Context: an optimization exercise on an open-source flow, tuned for small area, a short achievable clock period and few clock cycles. The choices shown serve that exercise and are no tape-out recipe.
Power is estimated from default activity; no workload was simulated.

==> 09-07: inputs <==
## demosaic
module demosaic(clk, reset, in_en, data_in, wr_r, addr_r, wdata_r, rdata_r, wr_g, addr_g, wdata_g, rdata_g, wr_b, addr_b, wdata_b, rdata_b, done);
==> module demosaic, before the edit <==
module demosaic(clk, reset, in_en, data_in, wr_r, addr_r, wdata_r, rdata_r, wr_g, addr_g, wdata_g, rdata_g, wr_b, addr_b, wdata_b, rdata_b, done);
input clk;
input reset;
input in_en;
input [7:0] data_in;
output reg wr_r;
output [13:0] addr_r;
output reg [7:0] wdata_r;
input [7:0] rdata_r;
output reg wr_g;
output reg [13:0] addr_g;
output [7:0] wdata_g;
input [7:0] rdata_g;
output reg wr_b;
output [13:0] addr_b;
output reg [7:0] wdata_b;
input [7:0] rdata_b;
output reg done;
reg        fill;
reg [6:0]  r;             
reg [7:0]  q;             
reg [3:0]  ph;            
reg        first;         
reg        second;        
reg [7:0]  rg, rx;        
reg [7:0]  xb;            
reg [9:0]  p;             
reg [8:0]  ya;            
reg [7:0]  half;          
reg [9:0]  d;             
reg [7:0]  xn;            
reg [7:0]  hv;            
reg [13:0] addr_rb;
assign wdata_g = p[9:2];
assign addr_r = addr_rb;
assign addr_b = addr_rb;
wire       odd  = r[0];
wire [7:0] rv   = rx;
wire [7:0] rh   = rx;
wire [6:0] rm1 = r - 7'd1;
wire [6:0] rp1 = r + 7'd1;
wire [6:0] qc  = q[6:0];
wire [6:0] qm4 = qc - 7'd4;
wire [6:0] qm1 = qc - 7'd1;
wire [6:0] qp1 = qc + 7'd1;
wire [6:0] qp2 = qc + 7'd2;
wire       last = q[7] & (q[6:1] == 6'd1);
wire       endc = ph[2] & last & (r == 7'd127);
wire [9:0] g_sum = p + {2'b0, rg};
wire [9:0] x_sum = {2'b0, xb} + {2'b0, rg};
wire [9:0] p_next = ({10{!fill}} & {data_in, 2'b00}) | ({10{fill & ph[3]}} & x_sum)
                  | ({10{fill & !ph[3]}} & g_sum);
wire [9:0] v_sum = {1'b0, ya} + {2'b0, rv};
wire [9:0] d_sum = d + {2'b0, rv};
wire [8:0] h_sum = {1'b0, xn} + {1'b0, rh};
wire       s_in = !fill;
wire       s_d  = fill & ph[2];
wire       s_hr = fill & !ph[2] & odd;    
wire       s_hb = fill & !ph[2] & !odd;   
wire [7:0] nd_r = ({8{s_in}} & data_in) | ({8{s_hr}} & half) | ({8{s_hb}} & hv);
wire [7:0] nd_b = ({8{s_in}} & data_in) | ({8{s_hb}} & half) | ({8{s_hr}} & hv);
always @(posedge clk) begin
    rg <= rdata_g;
    rx <= (odd ^ ph[3]) ? rdata_r : rdata_b;
    wdata_r <= nd_r | ({8{s_d}} & d_sum[9:2]);
    wdata_b <= nd_b | ({8{s_d}} & d_sum[9:2]);
end
always @(posedge clk) begin
    if (reset) begin
        fill <= 1'b0;
        r <= 7'd0;
        q <= 8'd0;
        ph <= 4'd0;
        first <= 1'b1;
        second <= 1'b0;
        done <= 1'b0;
        wr_r <= 1'b0;
        wr_g <= 1'b0;
        wr_b <= 1'b0;
        addr_g <= 14'd0;
        addr_rb <= 14'd0;
    end else if (!fill) begin
        addr_g <= {r, qc};
        addr_rb <= {r, qc};
        p <= p_next;
        wr_g <= in_en & (r[0] == qc[0]);
        wr_r <= in_en & !r[0] & qc[0];
        wr_b <= in_en & r[0] & !qc[0];
        if (in_en) begin
            q[6:0] <= qp1;
            if (qc == 7'd127) begin
                r <= rp1;
                if (r == 7'd127) begin
                    fill <= 1'b1;
                    ph <= 4'b1000;
                end
            end
        end
    end else begin
        ph <= {ph[2:0], ph[3]};
        wr_r <= 1'b0;
        wr_g <= 1'b0;
        wr_b <= 1'b0;
        if (ph[3]) addr_g <= first ? {r, qc} : {rm1, qm1};
        if (ph[0]) addr_g <= {rp1, qm1};
        if (ph[1]) begin
            addr_g <= {r, qp2};
            if (first) xb <= rg; else p <= p_next;
        end
        if (ph[2]) begin
            addr_g <= {r, qm1};
            wr_g <= !first;
            p <= p_next;
        end
        if (ph[3]) begin
            p <= p_next;
            xb <= rg;
        end
        if (ph[3]) addr_rb <= {rm1, qc};
        if (ph[0]) begin
            addr_rb <= {rp1, qc};
            xn <= rh;
            hv <= h_sum[8:1];
        end
        if (ph[1]) begin
            addr_rb <= {r, qm4};
            wr_r <= !first & !second;
            wr_b <= !first & !second;
            d <= v_sum;
            half <= ya[8:1];
            ya <= {1'b0, rv};
        end
        if (ph[2]) begin
            addr_rb <= {r, qm1};
            wr_r <= !first & odd;
            wr_b <= !first & !odd;
            ya <= v_sum[8:0];
            q <= last ? {7'd0, rp1[0]} : q + 8'd2;
            if (last) r <= rp1;
            first <= last;
            second <= first;
        end
        if (done || endc) begin
            wr_r <= 1'b0; wr_g <= 1'b0; wr_b <= 1'b0;
        end
        if (endc) done <= 1'b1;
    end
end
endmodule
export LEC_CHECK = 0
export CAP_MARGIN = 20
export CORE_MARGIN = 2
export CORE_UTILIZATION = 40
export CTS_BUF_LIST = sky130_fd_sc_hd__clkbuf_4 sky130_fd_sc_hd__clkbuf_8
export PLACE_DENSITY = 0.6
export SETUP_SLACK_MARGIN = 3.0
export SLEW_MARGIN = 20
export TNS_END_PERCENT = 10
create_clock -name core_clock -period 5.0 [get_ports {clk}]
standard.sh (not shown) runs the stock make flow with config.mk's settings and CLKGATE_MAP_FILE= SYNTH_SCRIPT=/design/flow/synth_recipe.tcl, a recipe that flattens the netlist after the stock synthesis.
==> flow/flow/run.sh <==
#!/bin/bash
# The standard layout (the standard.sh, unchanged synthesis), except that
# the port buffers that global placement inserts on every input and output
# are sky130_fd_sc_hd__buf_1 rather than the default cell.
set -euo pipefail
export BUFFER_PORTS_ARGS="-buffer_cell sky130_fd_sc_hd__buf_1"
bash standard.sh finish > make_finish.log 2>&1
==> inputs of 05-15, as changes to 09-07 <==
==> flow/design.v (replaced) <==
module demosaic(clk, reset, in_en, data_in, wr_r, addr_r, wdata_r, rdata_r, wr_g, addr_g, wdata_g, rdata_g, wr_b, addr_b, wdata_b, rdata_b, done);
input clk;
input reset;
input in_en;
input [7:0] data_in;
output reg wr_r;
output reg [13:0] addr_r;
output reg [7:0] wdata_r;
input [7:0] rdata_r;
output reg wr_g;
output reg [13:0] addr_g;
output reg [7:0] wdata_g;
input [7:0] rdata_g;
output reg wr_b;
output reg [13:0] addr_b;
output reg [7:0] wdata_b;
input [7:0] rdata_b;
output reg done;
reg        fill;
reg [6:0]  r;             
reg [7:0]  q;             
reg [3:0]  ph;            
reg        first;         
reg [7:0]  rg, rv, rh;    
reg [7:0]  xq;            
reg [9:0]  p;             
reg [8:0]  yq;            
reg [9:0]  d;             
reg [7:0]  xn;            
wire       odd   = r[0];
wire [6:0] rm1 = r - 7'd1;
wire [6:0] rp1 = r + 7'd1;
wire [6:0] qc  = q[6:0];
wire [6:0] qm2 = qc - 7'd2;
wire [6:0] qm1 = qc - 7'd1;
wire [6:0] qp1 = qc + 7'd1;
wire       last  = q[7];
wire [6:0] r_n   = last ? rp1 : r;
wire [7:0] q_n   = last ? {7'd0, rp1[0]} : q + 8'd2;
wire       odd_n = r_n[0];
wire [9:0] g_sum  = p + {2'b0, rg};
wire [9:0] v_sum  = {1'b0, yq} + {2'b0, rv};
wire [9:0] d_sum  = d + {2'b0, rv};
wire [8:0] h_sum  = {1'b0, xn} + {1'b0, rh};
reg        v_wr, h_wr;
reg [13:0] v_addr, h_addr;
wire [7:0] v_wdata = ph[1] ? yq[8:1] : d_sum[9:2];
wire [7:0] h_wdata = h_sum[8:1];
always @(*) begin
    v_wr = 1'b0; h_wr = 1'b0;
    v_addr = {r, qm1}; h_addr = {r, qc};
    if (ph[0]) begin
        v_addr = {rp1, qc};
    end
    if (ph[1]) begin
        v_wr = !first; v_addr = {r, qm2};
        h_wr = !first;
    end
    if (ph[2]) begin
        v_wr = !first;
    end
    if (ph[3]) begin
        v_addr = {(last ? r : rm1), q_n[6:0]};
        h_addr = {r_n, q_n[6:0] + 7'd1};
    end
end
always @(posedge clk) begin
    if (reset) begin
        fill <= 1'b0;
        r <= 7'd0;
        q <= 8'd0;
        ph <= 4'd0;
        first <= 1'b1;
        done <= 1'b0;
        wr_r <= 1'b0;
        wr_g <= 1'b0;
        wr_b <= 1'b0;
        addr_r <= 14'd0;
        addr_g <= 14'd0;
        addr_b <= 14'd0;
    end else if (!fill) begin
        addr_r <= {r, qc};
        addr_g <= {r, qc};
        addr_b <= {r, qc};
        wdata_r <= data_in;
        wdata_g <= data_in;
        wdata_b <= data_in;
        wr_g <= in_en & (r[0] == qc[0]);
        wr_r <= in_en & !r[0] & qc[0];
        wr_b <= in_en & r[0] & !qc[0];
        if (in_en) begin
            q[6:0] <= qp1;
            if (qc == 7'd127) begin
                if (r == 7'd127) begin
                    fill <= 1'b1;
                    ph <= 4'b1000;
                    q <= 8'h80;
                end else
                    r <= rp1;
            end
        end
    end else if (!done) begin
        ph <= {ph[2:0], ph[3]};
        rg <= rdata_g;
        rv <= odd ? rdata_r : rdata_b;
        rh <= odd ? rdata_b : rdata_r;
        wdata_g <= g_sum[9:2];
        if (ph[0]) begin
            p <= g_sum;
            addr_g <= {rm1, qp1};
        end
        if (ph[1]) begin
            xq <= rg;
            wr_g <= !first;
            addr_g <= {r, qm1};
        end
        if (ph[2]) begin
            p <= {2'b0, xq} + {2'b0, rg};
            wr_g <= 1'b0;
            addr_g <= {rp1, qp1};
        end
        if (ph[3]) begin
            wr_g <= 1'b0;
            addr_g <= {r_n, q_n[6:0]};
        end
        if (ph[1]) begin
            d <= v_sum;
            yq <= {1'b0, rv};
            xn <= rh;
        end
        if (ph[2]) yq <= v_sum[8:0];
        if (ph[3]) begin
            q <= q_n;
            r <= r_n;
            first <= last;
            if (last && r == 7'd127 && !first) done <= 1'b1;
        end
        if (ph[3] ? odd_n : odd) begin
            wr_r <= v_wr; addr_r <= v_addr; wdata_r <= v_wdata;
            wr_b <= h_wr; addr_b <= h_addr; wdata_b <= h_wdata;
        end else begin
            wr_b <= v_wr; addr_b <= v_addr; wdata_b <= v_wdata;
            wr_r <= h_wr; addr_r <= h_addr; wdata_r <= h_wdata;
        end
        if (ph[3] && last && r == 7'd127 && !first) begin
            wr_r <= 1'b0; wr_g <= 1'b0; wr_b <= 1'b0;
        end
    end
end
endmodule
==> flow/run.sh (new file) <==
#!/bin/bash
# synth_recipe.tcl (not shown) runs the flow's synth.tcl, then flattens the netlist and writes it again
# the make line also repeats each setting of config.mk as NAME=value (left out here)
make -C /OpenROAD-flow-scripts/flow DESIGN_CONFIG=/design/flow/config.mk WORK_HOME=/design/flow/orfs CLKGATE_MAP_FILE= SYNTH_SCRIPT=/design/flow/synth_recipe.tcl finish
==> flow/config.mk (replaced) <==
export PLATFORM = sky130hd
export DESIGN_NAME = demosaic
export DESIGN_NICKNAME = demosaic
export VERILOG_FILES = /design/flow/design.v
export SDC_FILE = /design/flow/constraint.sdc
export NUM_CORES = 4
export LEC_CHECK = 0
export ABC_CLOCK_PERIOD_IN_PS = 2400
export CAP_MARGIN = 20
export CORE_MARGIN = 2
export CORE_UTILIZATION = 40
export PLACE_DENSITY = 0.6
export SETUP_SLACK_MARGIN = 2.6
export SLEW_MARGIN = 20
removed: flow/flow/run.sh
removed: flow/standard.sh
==> comparison table <==
item	05-15	09-07
Status	timing/DRC/antenna clean	timing/DRC/antenna clean
Routed len/inst	18.97 um	16.12 um
Number of placement rows	57	52
Total of plain and repair buffers excluding clock buffers	147	125
Sequential cell area	4155 sq um	3578 sq um
Global-route wire length before repair	42.72 mm	31.19 mm
Aggregate global-route resource usage	0.2105	0.1799
Share of layout cells above drive strength 1	0.1681	0.1723
Number of cells after detailed placement	1393	1163
Worst setup slack after layout	2.620 ns	2.854 ns
Vias in the first global route	7749	6045
Total met3 wirelength after detailed routing	1.580 mm	696 um
Comb pwr	0.162 mW	0.221 mW
Initial Util	0.4046	0.4083
Final total power	2.928 mW	2.435 mW
Die boundary height	160.2 um	148.0 um
Count of clock tree sinks	160	147
Net Switching	0.7254 mW	0.6507 mW
Non-clock inverter count	25	30
Buffers & Inverters on Critical Path	1	0
No functional check of the RTL was part of any run of this note.

[static timing again, ports no longer ideal]
How much do the figures lean on ideal ports? The routed layouts below were timed once more, with nothing changed but the port constraints. Step 1 assumes that a clkbuf_16 drives the clock port and a buf_2 every other input. Step 2 adds t to the input delays and takes it off the output delays; t is the mean of the earliest and latest rising clock arrival at the registers after step 1. Input paths then give back, and output paths get back, about the clock's delay inside the block. a / b / c = ideal / step 1 / step 2; a / b = the first two.
run | t, ns | slack for setup (ns) | worst data-port slew with drivers (ns)
09-07 | 0.512 | 2.854 / 2.854 / 2.450 | 0.04
05-15 | 0.478 | 2.620 / 2.572 / 2.276 | 0.07
After both steps setup and hold are still met in every run listed. For 09-07, which loses most, drivers alone change the setup slack by 0.000 ns; drivers and shift together by -0.404 ns.
